Source: an optimization exercise on an open RTL-to-GDS flow (aim: small area). Production flows keep margins and buffers that such runs may drop. Only simulation tests tie the RTL to the original design; equivalence was not proved.

$ cat design.v
module fir_filter (
    input CLK_Filter,
    input rst_n,
    input wire [7:0] filter_in,
    output wire [19:0] filter_out
);
  reg [7:0] d0;
  reg [7:0] d1;
  reg [7:0] d2;
  reg [7:0] d3;
  reg [7:0] d4;
  reg [7:0] d5;
  reg [7:0] d6;
  reg [7:0] d7;
  reg [7:0] d8;
  reg [7:0] d9;
  reg [7:0] d10;
  reg [7:0] d11;
  reg [7:0] d12;
  reg [7:0] d13;
  reg [7:0] d14;
  reg [7:0] d15;
  reg [7:0] d16;
  reg [7:0] d17;
  reg [7:0] d18;
  reg [7:0] d19;
  reg [7:0] d20;
  reg [7:0] d21;
  reg [7:0] d22;
  reg [7:0] d23;
  reg [2:0] st;
  always @(posedge CLK_Filter or negedge rst_n) begin
    if (!rst_n) st <= 3'd0;
    else st <= {st[1:0], 1'b1};
  end
  wire en = st[2];
  wire [7:0] en8 = {8{en}};
  always @(posedge CLK_Filter) begin
    d0 <= filter_in;
    d1 <= d0;
    d2 <= d1;
    d3 <= ~(d2 & en8);
    d4 <= d3;
    d5 <= d4;
    d6 <= ~(d5 | ~en8);
    d7 <= d6;
    d8 <= d7;
    d9 <= ~(d8 & en8);
    d10 <= d9;
    d11 <= d10;
    d12 <= ~(d11 | ~en8);
    d13 <= d12;
    d14 <= ~(d13 & en8);
    d15 <= d14;
    d16 <= d15;
    d17 <= ~(d16 | ~en8);
    d18 <= d17;
    d19 <= d18;
    d20 <= ~(d19 & en8);
    d21 <= d20;
    d22 <= d21;
    d23 <= ~(d22 | ~en8);
  end
  wire s0, c1;
  fir_ha us0 (.a(d3[0]), .b(d22[0]), .s(s0), .co(c1));
  wire s2, c3;
  fir_fa us2 (.a(d3[1]), .b(d22[1]), .ci(c1), .s(s2), .co(c3));
  wire s4, c5;
  fir_fa us4 (.a(d3[2]), .b(d22[2]), .ci(c3), .s(s4), .co(c5));
  wire s6, c7;
  fir_fa us6 (.a(d3[3]), .b(d22[3]), .ci(c5), .s(s6), .co(c7));
  wire s8, c9;
  fir_fa us8 (.a(d3[4]), .b(d22[4]), .ci(c7), .s(s8), .co(c9));
  wire s10, c11;
  fir_fa us10 (.a(d3[5]), .b(d22[5]), .ci(c9), .s(s10), .co(c11));
  wire s12, c13;
  fir_fa us12 (.a(d3[6]), .b(d22[6]), .ci(c11), .s(s12), .co(c13));
  wire s14, c15;
  fir_fa us14 (.a(d3[7]), .b(d22[7]), .ci(c13), .s(s14), .co(c15));
  wire s16, c17;
  fir_ha us16 (.a(d5[0]), .b(d20[0]), .s(s16), .co(c17));
  wire s18, c19;
  fir_fa us18 (.a(d5[1]), .b(d20[1]), .ci(c17), .s(s18), .co(c19));
  wire s20, c21;
  fir_fa us20 (.a(d5[2]), .b(d20[2]), .ci(c19), .s(s20), .co(c21));
  wire s22, c23;
  fir_fa us22 (.a(d5[3]), .b(d20[3]), .ci(c21), .s(s22), .co(c23));
  wire s24, c25;
  fir_fa us24 (.a(d5[4]), .b(d20[4]), .ci(c23), .s(s24), .co(c25));
  wire s26, c27;
  fir_fa us26 (.a(d5[5]), .b(d20[5]), .ci(c25), .s(s26), .co(c27));
  wire s28, c29;
  fir_fa us28 (.a(d5[6]), .b(d20[6]), .ci(c27), .s(s28), .co(c29));
  wire s30, c31;
  fir_fa us30 (.a(d5[7]), .b(d20[7]), .ci(c29), .s(s30), .co(c31));
  wire s32, c33;
  fir_fa us32 (.a(d6[0]), .b(d19[0]), .ci(1'b1), .s(s32), .co(c33));
  wire s34, c35;
  fir_fa us34 (.a(d6[1]), .b(d19[1]), .ci(c33), .s(s34), .co(c35));
  wire s36, c37;
  fir_fa us36 (.a(d6[2]), .b(d19[2]), .ci(c35), .s(s36), .co(c37));
  wire s38, c39;
  fir_fa us38 (.a(d6[3]), .b(d19[3]), .ci(c37), .s(s38), .co(c39));
  wire s40, c41;
  fir_fa us40 (.a(d6[4]), .b(d19[4]), .ci(c39), .s(s40), .co(c41));
  wire s42, c43;
  fir_fa us42 (.a(d6[5]), .b(d19[5]), .ci(c41), .s(s42), .co(c43));
  wire s44, c45;
  fir_fa us44 (.a(d6[6]), .b(d19[6]), .ci(c43), .s(s44), .co(c45));
  wire s46, c47;
  fir_fa us46 (.a(d6[7]), .b(d19[7]), .ci(c45), .s(s46), .co(c47));
  wire s48, c49;
  fir_fa us48 (.a(d7[0]), .b(d18[0]), .ci(1'b1), .s(s48), .co(c49));
  wire s50, c51;
  fir_fa us50 (.a(d7[1]), .b(d18[1]), .ci(c49), .s(s50), .co(c51));
  wire s52, c53;
  fir_fa us52 (.a(d7[2]), .b(d18[2]), .ci(c51), .s(s52), .co(c53));
  wire s54, c55;
  fir_fa us54 (.a(d7[3]), .b(d18[3]), .ci(c53), .s(s54), .co(c55));
  wire s56, c57;
  fir_fa us56 (.a(d7[4]), .b(d18[4]), .ci(c55), .s(s56), .co(c57));
  wire s58, c59;
  fir_fa us58 (.a(d7[5]), .b(d18[5]), .ci(c57), .s(s58), .co(c59));
  wire s60, c61;
  fir_fa us60 (.a(d7[6]), .b(d18[6]), .ci(c59), .s(s60), .co(c61));
  wire s62, c63;
  fir_fa us62 (.a(d7[7]), .b(d18[7]), .ci(c61), .s(s62), .co(c63));
  wire s64, c65;
  fir_fa us64 (.a(d8[0]), .b(d17[0]), .ci(1'b1), .s(s64), .co(c65));
  wire s66, c67;
  fir_fa us66 (.a(d8[1]), .b(d17[1]), .ci(c65), .s(s66), .co(c67));
  wire s68, c69;
  fir_fa us68 (.a(d8[2]), .b(d17[2]), .ci(c67), .s(s68), .co(c69));
  wire s70, c71;
  fir_fa us70 (.a(d8[3]), .b(d17[3]), .ci(c69), .s(s70), .co(c71));
  wire s72, c73;
  fir_fa us72 (.a(d8[4]), .b(d17[4]), .ci(c71), .s(s72), .co(c73));
  wire s74, c75;
  fir_fa us74 (.a(d8[5]), .b(d17[5]), .ci(c73), .s(s74), .co(c75));
  wire s76, c77;
  fir_fa us76 (.a(d8[6]), .b(d17[6]), .ci(c75), .s(s76), .co(c77));
  wire s78, c79;
  fir_fa us78 (.a(d8[7]), .b(d17[7]), .ci(c77), .s(s78), .co(c79));
  wire s80, c81;
  fir_ha us80 (.a(d9[0]), .b(d16[0]), .s(s80), .co(c81));
  wire s82, c83;
  fir_fa us82 (.a(d9[1]), .b(d16[1]), .ci(c81), .s(s82), .co(c83));
  wire s84, c85;
  fir_fa us84 (.a(d9[2]), .b(d16[2]), .ci(c83), .s(s84), .co(c85));
  wire s86, c87;
  fir_fa us86 (.a(d9[3]), .b(d16[3]), .ci(c85), .s(s86), .co(c87));
  wire s88, c89;
  fir_fa us88 (.a(d9[4]), .b(d16[4]), .ci(c87), .s(s88), .co(c89));
  wire s90, c91;
  fir_fa us90 (.a(d9[5]), .b(d16[5]), .ci(c89), .s(s90), .co(c91));
  wire s92, c93;
  fir_fa us92 (.a(d9[6]), .b(d16[6]), .ci(c91), .s(s92), .co(c93));
  wire s94, c95;
  fir_fa us94 (.a(d9[7]), .b(d16[7]), .ci(c93), .s(s94), .co(c95));
  wire s96, c97;
  fir_ha us96 (.a(d10[0]), .b(d15[0]), .s(s96), .co(c97));
  wire s98, c99;
  fir_fa us98 (.a(d10[1]), .b(d15[1]), .ci(c97), .s(s98), .co(c99));
  wire s100, c101;
  fir_fa us100 (.a(d10[2]), .b(d15[2]), .ci(c99), .s(s100), .co(c101));
  wire s102, c103;
  fir_fa us102 (.a(d10[3]), .b(d15[3]), .ci(c101), .s(s102), .co(c103));
  wire s104, c105;
  fir_fa us104 (.a(d10[4]), .b(d15[4]), .ci(c103), .s(s104), .co(c105));
  wire s106, c107;
  fir_fa us106 (.a(d10[5]), .b(d15[5]), .ci(c105), .s(s106), .co(c107));
  wire s108, c109;
  fir_fa us108 (.a(d10[6]), .b(d15[6]), .ci(c107), .s(s108), .co(c109));
  wire s110, c111;
  fir_fa us110 (.a(d10[7]), .b(d15[7]), .ci(c109), .s(s110), .co(c111));
  wire s112, c113;
  fir_ha us112 (.a(d11[0]), .b(d14[0]), .s(s112), .co(c113));
  wire s114, c115;
  fir_fa us114 (.a(d11[1]), .b(d14[1]), .ci(c113), .s(s114), .co(c115));
  wire s116, c117;
  fir_fa us116 (.a(d11[2]), .b(d14[2]), .ci(c115), .s(s116), .co(c117));
  wire s118, c119;
  fir_fa us118 (.a(d11[3]), .b(d14[3]), .ci(c117), .s(s118), .co(c119));
  wire s120, c121;
  fir_fa us120 (.a(d11[4]), .b(d14[4]), .ci(c119), .s(s120), .co(c121));
  wire s122, c123;
  fir_fa us122 (.a(d11[5]), .b(d14[5]), .ci(c121), .s(s122), .co(c123));
  wire s124, c125;
  fir_fa us124 (.a(d11[6]), .b(d14[6]), .ci(c123), .s(s124), .co(c125));
  wire s126, c127;
  fir_fa us126 (.a(d11[7]), .b(d14[7]), .ci(c125), .s(s126), .co(c127));
  wire n128 = ~s0;
  wire n129 = ~s64;
  wire n130 = ~s112;
  wire s131, c132;
  fir_fa us131 (.a(s48), .b(s2), .ci(s114), .s(s131), .co(c132));
  wire n133 = ~s66;
  wire n134 = ~s131;
  wire s135, c136;
  fir_fa us135 (.a(s0), .b(s50), .ci(s4), .s(s135), .co(c136));
  wire s137, c138;
  fir_fa us137 (.a(s116), .b(c132), .ci(s68), .s(s137), .co(c138));
  wire n139 = ~s135;
  wire n140 = ~s137;
  wire s141, c142;
  fir_fa us141 (.a(d4[0]), .b(d21[0]), .ci(s2), .s(s141), .co(c142));
  wire s143, c144;
  fir_fa us143 (.a(s141), .b(s52), .ci(s6), .s(s143), .co(c144));
  wire s145, c146;
  fir_fa us145 (.a(s118), .b(c136), .ci(s70), .s(s145), .co(c146));
  wire n147 = ~c138;
  wire n148 = ~s143;
  wire n149 = ~s145;
  wire s150, c151;
  fir_fa us150 (.a(d4[1]), .b(d21[1]), .ci(s16), .s(s150), .co(c151));
  wire s152, c153;
  fir_fa us152 (.a(s80), .b(s150), .ci(s4), .s(s152), .co(c153));
  wire s154, c155;
  fir_fa us154 (.a(c142), .b(s152), .ci(s54), .s(s154), .co(c155));
  wire s156, c157;
  fir_fa us156 (.a(s8), .b(s120), .ci(c144), .s(s156), .co(c157));
  wire s158, c159;
  fir_fa us158 (.a(s72), .b(c146), .ci(s154), .s(s158), .co(c159));
  wire n160 = ~s156;
  wire n161 = ~s158;
  wire s162, c163;
  fir_fa us162 (.a(d4[2]), .b(d21[2]), .ci(s80), .s(s162), .co(c163));
  wire s164, c165;
  fir_fa us164 (.a(c151), .b(s18), .ci(s82), .s(s164), .co(c165));
  wire s166, c167;
  fir_fa us166 (.a(s162), .b(s164), .ci(s6), .s(s166), .co(c167));
  wire s168, c169;
  fir_fa us168 (.a(c153), .b(s166), .ci(s56), .s(s168), .co(c169));
  wire s170, c171;
  fir_fa us170 (.a(c155), .b(s10), .ci(s122), .s(s170), .co(c171));
  wire s172, c173;
  fir_fa us172 (.a(c157), .b(s74), .ci(c159), .s(s172), .co(c173));
  wire n174 = ~s168;
  wire n175 = ~s170;
  wire n176 = ~s172;
  wire s177, c178;
  fir_fa us177 (.a(d4[3]), .b(d21[3]), .ci(s96), .s(s177), .co(c178));
  wire s179, c180;
  fir_fa us179 (.a(s112), .b(c163), .ci(s82), .s(s179), .co(c180));
  wire s181, c182;
  fir_fa us181 (.a(s177), .b(s20), .ci(s84), .s(s181), .co(c182));
  wire s183, c184;
  fir_fa us183 (.a(c165), .b(s179), .ci(s181), .s(s183), .co(c184));
  wire s185, c186;
  fir_fa us185 (.a(s8), .b(c167), .ci(s183), .s(s185), .co(c186));
  wire s187, c188;
  fir_fa us187 (.a(s58), .b(c169), .ci(s185), .s(s187), .co(c188));
  wire s189, c190;
  fir_fa us189 (.a(s12), .b(s124), .ci(c171), .s(s189), .co(c190));
  wire s191, c192;
  fir_fa us191 (.a(s76), .b(c173), .ci(s187), .s(s191), .co(c192));
  wire n193 = ~s189;
  wire n194 = ~s191;
  wire s195, c196;
  fir_fa us195 (.a(d4[4]), .b(d21[4]), .ci(c178), .s(s195), .co(c196));
  wire s197, c198;
  fir_fa us197 (.a(s98), .b(s114), .ci(s84), .s(s197), .co(c198));
  wire s199, c200;
  fir_fa us199 (.a(c180), .b(s195), .ci(s22), .s(s199), .co(c200));
  wire s201, c202;
  fir_fa us201 (.a(s86), .b(c182), .ci(s197), .s(s201), .co(c202));
  wire s203, c204;
  fir_fa us203 (.a(c184), .b(s199), .ci(s201), .s(s203), .co(c204));
  wire s205, c206;
  fir_fa us205 (.a(s10), .b(c186), .ci(s203), .s(s205), .co(c206));
  wire s207, c208;
  fir_fa us207 (.a(s60), .b(c188), .ci(c190), .s(s207), .co(c208));
  wire s209, c210;
  fir_fa us209 (.a(s14), .b(s126), .ci(s205), .s(s209), .co(c210));
  wire s211, c212;
  fir_fa us211 (.a(s78), .b(c192), .ci(s207), .s(s211), .co(c212));
  wire n213 = ~s209;
  wire n214 = ~s211;
  wire s215, c216;
  fir_fa us215 (.a(d4[5]), .b(d21[5]), .ci(c196), .s(s215), .co(c216));
  wire s217, c218;
  fir_fa us217 (.a(s100), .b(s116), .ci(s86), .s(s217), .co(c218));
  wire s219, c220;
  fir_fa us219 (.a(c198), .b(s215), .ci(s24), .s(s219), .co(c220));
  wire s221, c222;
  fir_fa us221 (.a(s88), .b(c200), .ci(c202), .s(s221), .co(c222));
  wire s223, c224;
  fir_fa us223 (.a(s217), .b(s219), .ci(c204), .s(s223), .co(c224));
  wire s225, c226;
  fir_fa us225 (.a(s221), .b(s12), .ci(c15), .s(s225), .co(c226));
  wire s227, c228;
  fir_fa us227 (.a(c127), .b(c206), .ci(s223), .s(s227), .co(c228));
  wire s229, c230;
  fir_fa us229 (.a(c79), .b(s62), .ci(c208), .s(s229), .co(c230));
  wire s231, c232;
  fir_fa us231 (.a(s225), .b(c210), .ci(s227), .s(s231), .co(c232));
  wire n233 = ~s229;
  wire n234 = ~c212;
  wire n235 = ~s231;
  wire s236, c237;
  fir_fa us236 (.a(d4[6]), .b(d21[6]), .ci(c216), .s(s236), .co(c237));
  wire s238, c239;
  fir_fa us238 (.a(s102), .b(s118), .ci(s88), .s(s238), .co(c239));
  wire s240, c241;
  fir_fa us240 (.a(c218), .b(s236), .ci(s26), .s(s240), .co(c241));
  wire s242, c243;
  fir_fa us242 (.a(s90), .b(c220), .ci(c222), .s(s242), .co(c243));
  wire s244, c245;
  fir_fa us244 (.a(s238), .b(s240), .ci(c224), .s(s244), .co(c245));
  wire s246, c247;
  fir_fa us246 (.a(s242), .b(s14), .ci(c63), .s(s246), .co(c247));
  wire s248, c249;
  fir_fa us248 (.a(c226), .b(c228), .ci(s244), .s(s248), .co(c249));
  wire s250, c251;
  fir_fa us250 (.a(s246), .b(c230), .ci(s248), .s(s250), .co(c251));
  wire n252 = ~c232;
  wire n253 = ~s250;
  wire s254, c255;
  fir_fa us254 (.a(d4[7]), .b(d21[7]), .ci(c237), .s(s254), .co(c255));
  wire s256, c257;
  fir_fa us256 (.a(s104), .b(s120), .ci(s90), .s(s256), .co(c257));
  wire s258, c259;
  fir_fa us258 (.a(c239), .b(s254), .ci(s28), .s(s258), .co(c259));
  wire s260, c261;
  fir_fa us260 (.a(s92), .b(c241), .ci(c243), .s(s260), .co(c261));
  wire s262, c263;
  fir_fa us262 (.a(s256), .b(c15), .ci(s258), .s(s262), .co(c263));
  wire s264, c265;
  fir_fa us264 (.a(c245), .b(s260), .ci(c247), .s(s264), .co(c265));
  wire s266, c267;
  fir_fa us266 (.a(s262), .b(c249), .ci(s264), .s(s266), .co(c267));
  wire n268 = ~c251;
  wire n269 = ~s266;
  wire s270, c271;
  fir_fa us270 (.a(c255), .b(s106), .ci(s122), .s(s270), .co(c271));
  wire s272, c273;
  fir_fa us272 (.a(s92), .b(c257), .ci(s270), .s(s272), .co(c273));
  wire s274, c275;
  fir_fa us274 (.a(c259), .b(s30), .ci(s94), .s(s274), .co(c275));
  wire s276, c277;
  fir_fa us276 (.a(c261), .b(s272), .ci(c263), .s(s276), .co(c277));
  wire s278, c279;
  fir_fa us278 (.a(s274), .b(c265), .ci(s276), .s(s278), .co(c279));
  wire n280 = ~c267;
  wire n281 = ~s278;
  wire s282, c283;
  fir_fa us282 (.a(s108), .b(s124), .ci(c271), .s(s282), .co(c283));
  wire s284, c285;
  fir_fa us284 (.a(c31), .b(c95), .ci(s94), .s(s284), .co(c285));
  wire s286, c287;
  fir_fa us286 (.a(c273), .b(s282), .ci(c275), .s(s286), .co(c287));
  wire s288, c289;
  fir_fa us288 (.a(s284), .b(c277), .ci(s286), .s(s288), .co(c289));
  wire n290 = ~c279;
  wire n291 = ~s288;
  wire s292, c293;
  fir_fa us292 (.a(c95), .b(c283), .ci(s110), .s(s292), .co(c293));
  wire s294, c295;
  fir_fa us294 (.a(s126), .b(c285), .ci(s292), .s(s294), .co(c295));
  wire n296 = ~c287;
  wire n297 = ~c289;
  wire n298 = ~s294;
  wire s299, c300;
  fir_fa us299 (.a(c111), .b(c127), .ci(c293), .s(s299), .co(c300));
  wire n301 = ~c295;
  wire n302 = ~s299;
  wire n303 = ~c300;
  wire s304, c305;
  fir_fa us304 (.a(d2[0]), .b(d23[0]), .ci(n128), .s(s304), .co(c305));
  wire s306, c307;
  fir_fa us306 (.a(n130), .b(n129), .ci(s82), .s(s306), .co(c307));
  wire s308, c309;
  fir_fa us308 (.a(s98), .b(s304), .ci(s306), .s(s308), .co(c309));
  wire s310, c311;
  fir_fa us310 (.a(d2[1]), .b(d23[1]), .ci(s16), .s(s310), .co(c311));
  wire s312, c313;
  fir_fa us312 (.a(s32), .b(c305), .ci(s310), .s(s312), .co(c313));
  wire s314, c315;
  fir_fa us314 (.a(n133), .b(s84), .ci(s100), .s(s314), .co(c315));
  wire s316, c317;
  fir_fa us316 (.a(c307), .b(n134), .ci(s312), .s(s316), .co(c317));
  wire s318, c319;
  fir_fa us318 (.a(c309), .b(s314), .ci(s316), .s(s318), .co(c319));
  wire s320, c321;
  fir_fa us320 (.a(d2[2]), .b(d23[2]), .ci(s112), .s(s320), .co(c321));
  wire s322, c323;
  fir_fa us322 (.a(s32), .b(c311), .ci(s18), .s(s322), .co(c323));
  wire s324, c325;
  fir_fa us324 (.a(s320), .b(s34), .ci(c313), .s(s324), .co(c325));
  wire s326, c327;
  fir_fa us326 (.a(s322), .b(s86), .ci(s102), .s(s326), .co(c327));
  wire s328, c329;
  fir_fa us328 (.a(c315), .b(n139), .ci(c317), .s(s328), .co(c329));
  wire s330, c331;
  fir_fa us330 (.a(s324), .b(n140), .ci(s326), .s(s330), .co(c331));
  wire s332, c333;
  fir_fa us332 (.a(c319), .b(s328), .ci(s330), .s(s332), .co(c333));
  wire s334, c335;
  fir_fa us334 (.a(d2[3]), .b(d23[3]), .ci(s96), .s(s334), .co(c335));
  wire s336, c337;
  fir_fa us336 (.a(s64), .b(c321), .ci(s114), .s(s336), .co(c337));
  wire s338, c339;
  fir_fa us338 (.a(s334), .b(s34), .ci(s20), .s(s338), .co(c339));
  wire s340, c341;
  fir_fa us340 (.a(c323), .b(s336), .ci(s36), .s(s340), .co(c341));
  wire s342, c343;
  fir_fa us342 (.a(c325), .b(s338), .ci(n147), .s(s342), .co(c343));
  wire s344, c345;
  fir_fa us344 (.a(s340), .b(s88), .ci(s104), .s(s344), .co(c345));
  wire s346, c347;
  fir_fa us346 (.a(c327), .b(n148), .ci(c329), .s(s346), .co(c347));
  wire s348, c349;
  fir_fa us348 (.a(n149), .b(s342), .ci(c331), .s(s348), .co(c349));
  wire s350, c351;
  fir_fa us350 (.a(s344), .b(s346), .ci(c333), .s(s350), .co(c351));
  wire s352, c353;
  fir_fa us352 (.a(d2[4]), .b(d23[4]), .ci(s32), .s(s352), .co(c353));
  wire s354, c355;
  fir_fa us354 (.a(c335), .b(s98), .ci(s66), .s(s354), .co(c355));
  wire s356, c357;
  fir_fa us356 (.a(s352), .b(s116), .ci(c337), .s(s356), .co(c357));
  wire s358, c359;
  fir_fa us358 (.a(s36), .b(s354), .ci(s22), .s(s358), .co(c359));
  wire s360, c361;
  fir_fa us360 (.a(c339), .b(s356), .ci(s38), .s(s360), .co(c361));
  wire s362, c363;
  fir_fa us362 (.a(c341), .b(s358), .ci(c343), .s(s362), .co(c363));
  wire s364, c365;
  fir_fa us364 (.a(s360), .b(s90), .ci(s106), .s(s364), .co(c365));
  wire s366, c367;
  fir_fa us366 (.a(c345), .b(n160), .ci(c347), .s(s366), .co(c367));
  wire s368, c369;
  fir_fa us368 (.a(s362), .b(n161), .ci(c349), .s(s368), .co(c369));
  wire s370, c371;
  fir_fa us370 (.a(s364), .b(s366), .ci(c351), .s(s370), .co(c371));
  wire s372, c373;
  fir_fa us372 (.a(d2[5]), .b(d23[5]), .ci(s48), .s(s372), .co(c373));
  wire s374, c375;
  fir_fa us374 (.a(s64), .b(s34), .ci(c353), .s(s374), .co(c375));
  wire s376, c377;
  fir_fa us376 (.a(s372), .b(s100), .ci(s68), .s(s376), .co(c377));
  wire s378, c379;
  fir_fa us378 (.a(c355), .b(s374), .ci(s118), .s(s378), .co(c379));
  wire s380, c381;
  fir_fa us380 (.a(c357), .b(s38), .ci(s376), .s(s380), .co(c381));
  wire s382, c383;
  fir_fa us382 (.a(s24), .b(c359), .ci(s378), .s(s382), .co(c383));
  wire s384, c385;
  fir_fa us384 (.a(s40), .b(c361), .ci(s380), .s(s384), .co(c385));
  wire s386, c387;
  fir_fa us386 (.a(c363), .b(s382), .ci(n174), .s(s386), .co(c387));
  wire s388, c389;
  fir_fa us388 (.a(s92), .b(s108), .ci(c365), .s(s388), .co(c389));
  wire s390, c391;
  fir_fa us390 (.a(s384), .b(n175), .ci(c367), .s(s390), .co(c391));
  wire s392, c393;
  fir_fa us392 (.a(n176), .b(s386), .ci(c369), .s(s392), .co(c393));
  wire s394, c395;
  fir_fa us394 (.a(s388), .b(s390), .ci(c371), .s(s394), .co(c395));
  wire s396, c397;
  fir_fa us396 (.a(d2[6]), .b(d23[6]), .ci(d12[0]), .s(s396), .co(c397));
  wire s398, c399;
  fir_fa us398 (.a(d13[0]), .b(s396), .ci(s50), .s(s398), .co(c399));
  wire s400, c401;
  fir_fa us400 (.a(s66), .b(c373), .ci(s36), .s(s400), .co(c401));
  wire s402, c403;
  fir_fa us402 (.a(c375), .b(s398), .ci(s102), .s(s402), .co(c403));
  wire s404, c405;
  fir_fa us404 (.a(s70), .b(c377), .ci(s400), .s(s404), .co(c405));
  wire s406, c407;
  fir_fa us406 (.a(s120), .b(c379), .ci(s402), .s(s406), .co(c407));
  wire s408, c409;
  fir_fa us408 (.a(s40), .b(c381), .ci(s26), .s(s408), .co(c409));
  wire s410, c411;
  fir_fa us410 (.a(s404), .b(c383), .ci(s42), .s(s410), .co(c411));
  wire s412, c413;
  fir_fa us412 (.a(s406), .b(c385), .ci(s408), .s(s412), .co(c413));
  wire s414, c415;
  fir_fa us414 (.a(s410), .b(c387), .ci(c389), .s(s414), .co(c415));
  wire s416, c417;
  fir_fa us416 (.a(s94), .b(s110), .ci(n193), .s(s416), .co(c417));
  wire s418, c419;
  fir_fa us418 (.a(c391), .b(s412), .ci(c393), .s(s418), .co(c419));
  wire s420, c421;
  fir_fa us420 (.a(s414), .b(n194), .ci(s416), .s(s420), .co(c421));
  wire s422, c423;
  fir_fa us422 (.a(c395), .b(s418), .ci(s420), .s(s422), .co(c423));
  wire s424, c425;
  fir_fa us424 (.a(d2[7]), .b(d23[7]), .ci(d12[1]), .s(s424), .co(c425));
  wire s426, c427;
  fir_fa us426 (.a(d13[1]), .b(c397), .ci(s424), .s(s426), .co(c427));
  wire s428, c429;
  fir_fa us428 (.a(s426), .b(s52), .ci(s68), .s(s428), .co(c429));
  wire s430, c431;
  fir_fa us430 (.a(c399), .b(s38), .ci(c401), .s(s430), .co(c431));
  wire s432, c433;
  fir_fa us432 (.a(s428), .b(s104), .ci(c403), .s(s432), .co(c433));
  wire s434, c435;
  fir_fa us434 (.a(s72), .b(c405), .ci(s430), .s(s434), .co(c435));
  wire s436, c437;
  fir_fa us436 (.a(s122), .b(c407), .ci(s432), .s(s436), .co(c437));
  wire s438, c439;
  fir_fa us438 (.a(s42), .b(s28), .ci(c409), .s(s438), .co(c439));
  wire s440, c441;
  fir_fa us440 (.a(s434), .b(s44), .ci(c411), .s(s440), .co(c441));
  wire s442, c443;
  fir_fa us442 (.a(s436), .b(c95), .ci(c111), .s(s442), .co(c443));
  wire s444, c445;
  fir_fa us444 (.a(c413), .b(s438), .ci(s440), .s(s444), .co(c445));
  wire s446, c447;
  fir_fa us446 (.a(c415), .b(s442), .ci(c417), .s(s446), .co(c447));
  wire s448, c449;
  fir_fa us448 (.a(n213), .b(s444), .ci(c419), .s(s448), .co(c449));
  wire s450, c451;
  fir_fa us450 (.a(s446), .b(n214), .ci(c421), .s(s450), .co(c451));
  wire s452, c453;
  fir_fa us452 (.a(s448), .b(c423), .ci(s450), .s(s452), .co(c453));
  wire s454, c455;
  fir_fa us454 (.a(d12[2]), .b(d13[2]), .ci(1'b1), .s(s454), .co(c455));
  wire s456, c457;
  fir_fa us456 (.a(c425), .b(s454), .ci(c427), .s(s456), .co(c457));
  wire s458, c459;
  fir_fa us458 (.a(s456), .b(s54), .ci(s70), .s(s458), .co(c459));
  wire s460, c461;
  fir_fa us460 (.a(c429), .b(s40), .ci(c431), .s(s460), .co(c461));
  wire s462, c463;
  fir_fa us462 (.a(s458), .b(s106), .ci(c433), .s(s462), .co(c463));
  wire s464, c465;
  fir_fa us464 (.a(s74), .b(c435), .ci(s460), .s(s464), .co(c465));
  wire s466, c467;
  fir_fa us466 (.a(s124), .b(c437), .ci(s462), .s(s466), .co(c467));
  wire s468, c469;
  fir_fa us468 (.a(s44), .b(c439), .ci(s30), .s(s468), .co(c469));
  wire s470, c471;
  fir_fa us470 (.a(s464), .b(s46), .ci(c441), .s(s470), .co(c471));
  wire s472, c473;
  fir_fa us472 (.a(c443), .b(s466), .ci(s468), .s(s472), .co(c473));
  wire s474, c475;
  fir_fa us474 (.a(c445), .b(s470), .ci(n233), .s(s474), .co(c475));
  wire s476, c477;
  fir_fa us476 (.a(c447), .b(n234), .ci(s472), .s(s476), .co(c477));
  wire s478, c479;
  fir_fa us478 (.a(n235), .b(c449), .ci(c451), .s(s478), .co(c479));
  wire s480, c481;
  fir_fa us480 (.a(s474), .b(s476), .ci(s478), .s(s480), .co(c481));
  wire s482, c483;
  fir_fa us482 (.a(d12[3]), .b(d13[3]), .ci(1'b1), .s(s482), .co(c483));
  wire s484, c485;
  fir_fa us484 (.a(c455), .b(s482), .ci(c457), .s(s484), .co(c485));
  wire s486, c487;
  fir_fa us486 (.a(s484), .b(s56), .ci(s72), .s(s486), .co(c487));
  wire s488, c489;
  fir_fa us488 (.a(c459), .b(s42), .ci(c461), .s(s488), .co(c489));
  wire s490, c491;
  fir_fa us490 (.a(s486), .b(s108), .ci(c463), .s(s490), .co(c491));
  wire s492, c493;
  fir_fa us492 (.a(s76), .b(c31), .ci(c465), .s(s492), .co(c493));
  wire s494, c495;
  fir_fa us494 (.a(s488), .b(s126), .ci(c47), .s(s494), .co(c495));
  wire s496, c497;
  fir_fa us496 (.a(c467), .b(s490), .ci(s46), .s(s496), .co(c497));
  wire s498, c499;
  fir_fa us498 (.a(c469), .b(s492), .ci(c471), .s(s498), .co(c499));
  wire s500, c501;
  fir_fa us500 (.a(s494), .b(s496), .ci(c473), .s(s500), .co(c501));
  wire s502, c503;
  fir_fa us502 (.a(n252), .b(s498), .ci(c475), .s(s502), .co(c503));
  wire s504, c505;
  fir_fa us504 (.a(c477), .b(s500), .ci(n253), .s(s504), .co(c505));
  wire s506, c507;
  fir_fa us506 (.a(s502), .b(c479), .ci(s504), .s(s506), .co(c507));
  wire s508, c509;
  fir_fa us508 (.a(d12[4]), .b(d13[4]), .ci(c483), .s(s508), .co(c509));
  wire s510, c511;
  fir_fa us510 (.a(s508), .b(c485), .ci(s58), .s(s510), .co(c511));
  wire s512, c513;
  fir_fa us512 (.a(s74), .b(c487), .ci(s44), .s(s512), .co(c513));
  wire s514, c515;
  fir_fa us514 (.a(c489), .b(c127), .ci(s510), .s(s514), .co(c515));
  wire s516, c517;
  fir_fa us516 (.a(c491), .b(s110), .ci(c47), .s(s516), .co(c517));
  wire s518, c519;
  fir_fa us518 (.a(s78), .b(c493), .ci(s512), .s(s518), .co(c519));
  wire s520, c521;
  fir_fa us520 (.a(c495), .b(s514), .ci(c497), .s(s520), .co(c521));
  wire s522, c523;
  fir_fa us522 (.a(s516), .b(s518), .ci(c499), .s(s522), .co(c523));
  wire s524, c525;
  fir_fa us524 (.a(s520), .b(c501), .ci(n268), .s(s524), .co(c525));
  wire s526, c527;
  fir_fa us526 (.a(s522), .b(n269), .ci(c503), .s(s526), .co(c527));
  wire s528, c529;
  fir_fa us528 (.a(c505), .b(s524), .ci(s526), .s(s528), .co(c529));
  wire s530, c531;
  fir_fa us530 (.a(d12[5]), .b(d13[5]), .ci(1'b1), .s(s530), .co(c531));
  wire s532, c533;
  fir_fa us532 (.a(s530), .b(c509), .ci(s60), .s(s532), .co(c533));
  wire s534, c535;
  fir_fa us534 (.a(s76), .b(c511), .ci(c111), .s(s534), .co(c535));
  wire s536, c537;
  fir_fa us536 (.a(c79), .b(s46), .ci(c513), .s(s536), .co(c537));
  wire s538, c539;
  fir_fa us538 (.a(c515), .b(s532), .ci(s534), .s(s538), .co(c539));
  wire s540, c541;
  fir_fa us540 (.a(c517), .b(c519), .ci(s536), .s(s540), .co(c541));
  wire s542, c543;
  fir_fa us542 (.a(s538), .b(c521), .ci(s540), .s(s542), .co(c543));
  wire s544, c545;
  fir_fa us544 (.a(c523), .b(n280), .ci(n281), .s(s544), .co(c545));
  wire s546, c547;
  fir_fa us546 (.a(s542), .b(c525), .ci(c527), .s(s546), .co(c547));
  wire s548, c549;
  fir_fa us548 (.a(s544), .b(s546), .ci(c529), .s(s548), .co(c549));
  wire s550, c551;
  fir_fa us550 (.a(d12[6]), .b(d13[6]), .ci(1'b1), .s(s550), .co(c551));
  wire s552, c553;
  fir_fa us552 (.a(c531), .b(s550), .ci(c47), .s(s552), .co(c553));
  wire s554, c555;
  fir_fa us554 (.a(s62), .b(s78), .ci(c533), .s(s554), .co(c555));
  wire s556, c557;
  fir_fa us556 (.a(c535), .b(c537), .ci(s552), .s(s556), .co(c557));
  wire s558, c559;
  fir_fa us558 (.a(s554), .b(c539), .ci(c541), .s(s558), .co(c559));
  wire s560, c561;
  fir_fa us560 (.a(s556), .b(n290), .ci(n291), .s(s560), .co(c561));
  wire s562, c563;
  fir_fa us562 (.a(c543), .b(s558), .ci(c545), .s(s562), .co(c563));
  wire s564, c565;
  fir_fa us564 (.a(s560), .b(c547), .ci(s562), .s(s564), .co(c565));
  wire s566, c567;
  fir_fa us566 (.a(d12[7]), .b(d13[7]), .ci(c551), .s(s566), .co(c567));
  wire s568, c569;
  fir_fa us568 (.a(s566), .b(c63), .ci(c79), .s(s568), .co(c569));
  wire s570, c571;
  fir_fa us570 (.a(c553), .b(c555), .ci(s568), .s(s570), .co(c571));
  wire s572, c573;
  fir_fa us572 (.a(n296), .b(c557), .ci(s570), .s(s572), .co(c573));
  wire s574, c575;
  fir_fa us574 (.a(n298), .b(n297), .ci(c559), .s(s574), .co(c575));
  wire s576, c577;
  fir_fa us576 (.a(s572), .b(c561), .ci(s574), .s(s576), .co(c577));
  wire s578, c579;
  fir_fa us578 (.a(c563), .b(s576), .ci(c565), .s(s578), .co(c579));
  wire s580, c581;
  fir_fa us580 (.a(c567), .b(c569), .ci(1'b1), .s(s580), .co(c581));
  wire s582, c583;
  fir_fa us582 (.a(s580), .b(c571), .ci(n301), .s(s582), .co(c583));
  wire s584, c585;
  fir_fa us584 (.a(n302), .b(c573), .ci(s582), .s(s584), .co(c585));
  wire s586, c587;
  fir_fa us586 (.a(c575), .b(s584), .ci(c577), .s(s586), .co(c587));
  wire s588, c589;
  fir_fa us588 (.a(c581), .b(n303), .ci(1'b1), .s(s588), .co(c589));
  wire s590, c591;
  fir_fa us590 (.a(c583), .b(s588), .ci(c585), .s(s590), .co(c591));
  wire s592, c593;
  fir_fa us592 (.a(c589), .b(c591), .ci(1'b1), .s(s592), .co(c593));
  wire s594, c595;
  fir_ha us594 (.a(s80), .b(s96), .s(s594), .co(c595));
  wire s596, c597;
  fir_ha us596 (.a(c595), .b(s308), .s(s596), .co(c597));
  wire s598, c599;
  fir_ha us598 (.a(c597), .b(s318), .s(s598), .co(c599));
  wire s600, c601;
  fir_ha us600 (.a(c599), .b(s332), .s(s600), .co(c601));
  wire s602, c603;
  fir_fa us602 (.a(s348), .b(c601), .ci(s350), .s(s602), .co(c603));
  wire s604, c605;
  fir_fa us604 (.a(s368), .b(c603), .ci(s370), .s(s604), .co(c605));
  wire s606, c607;
  fir_fa us606 (.a(s392), .b(s394), .ci(c605), .s(s606), .co(c607));
  wire s608, c609;
  fir_ha us608 (.a(c607), .b(s422), .s(s608), .co(c609));
  wire s610, c611;
  fir_ha us610 (.a(c453), .b(s480), .s(s610), .co(c611));
  wire s612, c613;
  fir_ha us612 (.a(c481), .b(s506), .s(s612), .co(c613));
  wire s614, c615;
  fir_ha us614 (.a(c507), .b(s528), .s(s614), .co(c615));
  wire s616, c617;
  fir_ha us616 (.a(c549), .b(s564), .s(s616), .co(c617));
  wire s618, c619;
  fir_ha us618 (.a(s586), .b(c579), .s(s618), .co(c619));
  wire s620, c621;
  fir_ha us620 (.a(s590), .b(c587), .s(s620), .co(c621));
  wire n622 = ~c593;
  wire a623 = s452 & c609;
  wire g624 = c613 | (s612 & c611);
  wire a625 = s612 & s610;
  wire a626 = s548 & c615;
  wire a627 = s548 & s614;
  wire a628 = s578 & c617;
  wire a629 = s578 & s616;
  wire g630 = c621 | (s620 & c619);
  wire a631 = s620 & s618;
  wire a632 = n622 & s592;
  wire g633 = c611 | (s610 & a623);
  wire g634 = g624 | (a625 & a623);
  wire g635 = c617 | (s616 & a626);
  wire a636 = s616 & a627;
  wire g637 = a628 | (a629 & a626);
  wire a638 = a629 & a627;
  wire a639 = s592 & g630;
  wire a640 = s592 & a631;
  wire g641 = c593 | (a632 & g630);
  wire a642 = a632 & a631;
  wire g643 = c615 | (s614 & g634);
  wire g644 = a626 | (a627 & g634);
  wire g645 = g635 | (a636 & g634);
  wire g646 = g637 | (a638 & g634);
  wire a647 = 1'b1 & g641;
  wire a648 = 1'b1 & a642;
  wire g649 = c619 | (s618 & g646);
  wire g650 = g630 | (a631 & g646);
  wire g651 = a639 | (a640 & g646);
  wire g652 = g641 | (a642 & g646);
  wire g653 = a647 | (a648 & g646);
  wire o654 = s452 ^ c609;
  wire o655 = s610 ^ a623;
  wire o656 = s612 ^ g633;
  wire o657 = s614 ^ g634;
  wire o658 = s548 ^ g643;
  wire o659 = s616 ^ g644;
  wire o660 = s578 ^ g645;
  wire o661 = s618 ^ g646;
  wire o662 = s620 ^ g649;
  wire o663 = s592 ^ g650;
  wire o664 = n622 ^ g651;
  wire o665 = 1'b1 ^ g652;
  wire [19:0] y = {o665, o664, o663, o662, o661, o660, o659, o658, o657, o656, o655, o654, s608, s606, s604, s602, s600, s598, s596, s594};
  reg en2;
  always @(posedge CLK_Filter or negedge rst_n) begin
    if (!rst_n) en2 <= 1'b0;
    else en2 <= en;
  end
  reg [19:0] q;
  always @(posedge CLK_Filter) q <= y;
  assign filter_out = q & {20{en2}};
endmodule
module fir_fa (input a, input b, input ci, output s, output co);
  assign s = a ^ b ^ ci;
  assign co = (a & b) | (a & ci) | (b & ci);
endmodule
module fir_ha (input a, input b, output s, output co);
  assign s = a ^ b;
  assign co = a & b;
endmodule
$ cat standard.sh
#!/bin/bash
# synth_recipe.tcl (not shown) runs the flow's synth.tcl, then flattens the netlist and writes it again
# the make line also repeats each setting of config.mk as NAME=value (left out here)
make -C /OpenROAD-flow-scripts/flow DESIGN_CONFIG=/design/flow/config.mk WORK_HOME=/design/flow/orfs CLKGATE_MAP_FILE= SYNTH_SCRIPT=/design/flow/synth_recipe.tcl "${@:-finish}"
$ cat flow/run.sh
#!/bin/bash
# The standard ORFS flow (the standard.sh) with two arguments changed:
# the port buffers use the smallest buffer cell, and the clock tree is built
# from smaller clusters of smaller buffers, without dummy loads.
set -euo pipefail
bash standard.sh \
  'BUFFER_PORTS_ARGS=-buffer_cell sky130_fd_sc_hd__buf_1' \
  'CTS_ARGS=-sink_clustering_enable -repair_clock_nets -sink_clustering_size 10 -sink_clustering_max_diameter 60 -sink_buffer_max_cap_derate 1.0 -buf_list {sky130_fd_sc_hd__clkbuf_4} -dont_use_dummy_load' \
  finish > standard.log 2>&1
$ cat config.mk
export PLATFORM = sky130hd
export DESIGN_NAME = fir_filter
export DESIGN_NICKNAME = fir_filter
export VERILOG_FILES = /design/flow/design.v
export SDC_FILE = /design/flow/constraint.sdc
export NUM_CORES = 4
export LEC_CHECK = 0
export CAP_MARGIN = 20
export CORE_MARGIN = 2
export CORE_UTILIZATION = 70
export GPL_TIMING_DRIVEN = 0
export SLEW_MARGIN = 20
export SYNTH_HIERARCHICAL = 1
export SYNTH_MINIMUM_KEEP_SIZE = 0
$ cat constraint.sdc
create_clock -name core_clock -period 8.0 [get_ports {CLK_Filter}]
set_input_delay 1.6000 -clock core_clock [delete_from_list [all_inputs] [get_ports {CLK_Filter}]]
set_output_delay 1.6000 -clock core_clock [all_outputs]
set_load 0.01 [all_outputs]
==> metrics.yaml <==
grt_start_max_net_pins: 14
routedWlPerCell_um: 22.4
layout.core_utilization_pct: 76.6
clock_tree.htree_level_count: 1
yosys_register_bits: 216
maxSlewHeadroom_pct: 52.2
clock_sinks: 216
fp-row-count: 45
via_count_of_the_first_global_routing_pass: 6289
layout-area-overhead-vs-synth_pct: 6.74
syn_area_um2: 10900
area_occupied_by_registers_um2: 4340
gr-total-overflow: 0
drt_first_pass_iters: 4
synth_seq_area_share_pct: 39.7
vias: 5088
synthCells: 672
total_routing_resource_utilization_after_global_routing_pct: 28.7
cts_tree: "built"
dr_drc_count: 0
cts_buffers: 26
worstSetupStartpointType: "flip-flop"
floorplan.die_area_um2: 16700
hpwl_um: 18700
setup_viol: 0
syn_area_per_cell_um2: 16.3
timing.final.hold_violations: 0
period_share_pct: 97.1
fin_skew_ns: 0.0617
synthDistinctLibCells: 22
clk_path_buf_depth: 3
floorplan.die.height_um: 129
critPathCaptureType: "flip-flop"
max_freq_ghz: 0.129
worst-setup-path-type: "flip-flop to flip-flop"
drive_gt1_share_pct: 8.19
antenna_left: 0
multi_input_area_um2: 6540
drt-total-wl_um: 21400
cp.arrival_ns: 8.25
worstMarginPinSlew_ns: 0.717
dp.cells: 922
drtIter0Drc: 334
nFillCells: 926
clock_latency_ns: 0.65
synth-warning-count: 7
critical_path_required_ns: 8.48
cts_root_buf: "clkbuf_4"
largest_register: "q"
cts_hold_buffers: 0
port_buffers: 29
run_status: "no timing/DRC/antenna violations"
coreArea_um2: 15300
period_minus_slack_ns: 7.77
slew_viol_final: 0
finish.cell_count_without_fillers: 957
antenna_found_initial: 1
effective_utilization_at_floorplan_pct: 71.8
chipWidth_um: 129
holdCritPathClass: "flip-flop to flip-flop"
max_ffs_per_register: 20
path_clk_slew_ns: 0.10
gp_routability_congestion: 0.889
global_route_wire_length_before_repair_um: 33500
io_pins: 30
grt_setup_unrepaired: "false"
route.detailed.vias_per_inst: 5.32
nNetsFinal: 1054
crit_path_max_fanout: 3
max-cap-violations: 0
layout make-up:
cell class | count | area share, %
plain buffers | 9 | 0.289
diodes | 1 | 0.0214
flip-flops and latches | 216 | 37.2
inverters | 36 | 1.16
multi-input cells | 421 | 56.0
clock buffers | 26 | 1.67
well taps | 211 | 2.26
repair buffers | 37 | 1.45
path summary, 6_finish.rpt:
kind                          startpoint              end  slack [ns]  depth (start not counted)
min reg2reg                d1[4]$_DFF_P_    d2[4]$_DFF_P_        0.33                          0
max                        d7[0]$_DFF_P_    q[18]$_DFF_P_        0.23                         21
min                        d1[4]$_DFF_P_    d2[4]$_DFF_P_        0.33                          0
min in group asynchronous          rst_n    en2$_DFF_PN0_        0.81                          1
max in group asynchronous          rst_n  st[2]$_DFF_PN0_        7.00                          1
max reg2reg                d7[0]$_DFF_P_    q[18]$_DFF_P_        0.23                         21
synth_stat cells:
master / instances / area share [%]
fa_1: 277 / 51
dfxtp_1: 212 / 39
inv_1: 36 / 1.2
nand2_1: 35 / 1.2
nor2b_1: 33 / 1.9
and2_1: 20 / 1.1
ha_1: 20 / 2.3
clkbuf_1: 9 / 0.31
a21oi_1: 4 / 0.18
dfrtp_1: 4 / 0.91
xnor2_1: 4 / 0.32
nand3_1: 3 / 0.14
nor2_1: 3 / 0.10
xor2_1: 3 / 0.24
o211ai_1: 2 / 0.14
a211oi_2: 1 / 0.11
a21oi_2: 1 / 0.080
conb_1: 1 / 0.034
nand4_1: 1 / 0.057
nand4_2: 1 / 0.11
o21ai_0: 1 / 0.046
or2_1: 1 / 0.057
critical path: stages (launching register included):
cell and delay, ns:
dfxtp_1 0.35, fa_1 0.44, fa_1 0.40, fa_1 0.40
fa_2 0.37, fa_1 0.41, fa_2 0.36, fa_1 0.39
fa_1 0.49, fa_1 0.41, fa_1 0.47, fa_1 0.53
inv_1 0.07, fa_1 0.41, fa_2 0.37, fa_1 0.44
fa_2 0.39, ha_4 0.30, nand4_2 0.11, o211ai_1 0.22
o21ai_0 0.12, xor2_1 0.15
Yosys stat by module, one instance, submodules excluded:
module / area, um^2 / times used
fir_filter: 5200 / 1
fir_ha: 12.5 / 16
fir_fa: 20.0 / 277
stage by stage:
step	setup slack (ns)	setup TNS (ns)	hold WS [ns]	cell area, um^2
2_1_floorplan	0.441	0	0.310	11000
3_3_place_gp	0.0212	0	0.310	11400
3_5_place_dp	-0.210	-0.505	0.312	11400
4_1_cts	0.0123	0	0.330	11600
5_1_grt	0.00292	0	0.340	11700
6_report	0.234	0	0.326	11700
cell families after synthesis:
family                     after synthesis  synth area share, %
AOI/OAI and AO/OA                        9                0.560
buffers and inverters                   45                 1.54
DFF                                    216                 39.7
other                                    1               0.0342
xor gates and xnor gates                 7                0.560
adders and majority gates              297                 52.9
and+or+nand+nor                         97                 4.70
layer usage:
metal / GRT usage (%) / routed length [um]
met5: 0 / 0
met4: 7.23 / 400
met3: 4.75 / 1600
met2: 48.6 / 10800
met1: 40.1 / 8610
timing repair:
action                     4_1_cts  5_1_grt
setup buffers                    2        6
resized for setup                8       16
setup endpoints to repair        4        5
pin swaps                        2        6
cell usage in the layout (no fill, tap or decap), types with 2 or more instances in the layout:
cell | Yosys | layout
a21oi_1 | 4 | 4
and2_1 | 20 | 20
buf_1 | 0 | 29
buf_4 | 0 | 8
clkbuf_1 | 9 | 9
clkbuf_4 | 0 | 26
conb_1 | 1 | 11
dfrtp_1 | 4 | 4
dfxtp_1 | 212 | 212
fa_1 | 277 | 254
fa_2 | 0 | 23
ha_1 | 20 | 19
inv_1 | 36 | 36
nand2_1 | 35 | 35
nand3_1 | 3 | 3
nor2_1 | 3 | 3
nor2b_1 | 33 | 33
o211ai_1 | 2 | 2
xnor2_1 | 4 | 4
xor2_1 | 3 | 3

==> port drivers added, routing unchanged <==
The results above use ideal ports. As a check the final layout listed here was re-extracted and re-timed, cells and wires unchanged. Step 1 sets driving cells, clkbuf_16 on the clock port and buf_2 on the other inputs (assumed; they add their load-dependent delay and slew). Step 2, shift: input delay + t, output delay - t, t = (earliest + latest rising clock arrival at the registers) / 2. This alone moves slack from input paths to output paths. Three values: ideal ports, drivers, drivers and shift; two values: the first two.
t, ns: 0.654
setup WS [ns]: 0.234 / 0.234 / 0.234
worst register clock-pin slew, ns: 0.11 / 0.11
After both steps setup and hold are still met in this run. The setup slack of this run moves by 0.000 ns with the drivers and by 0.000 ns with both steps.
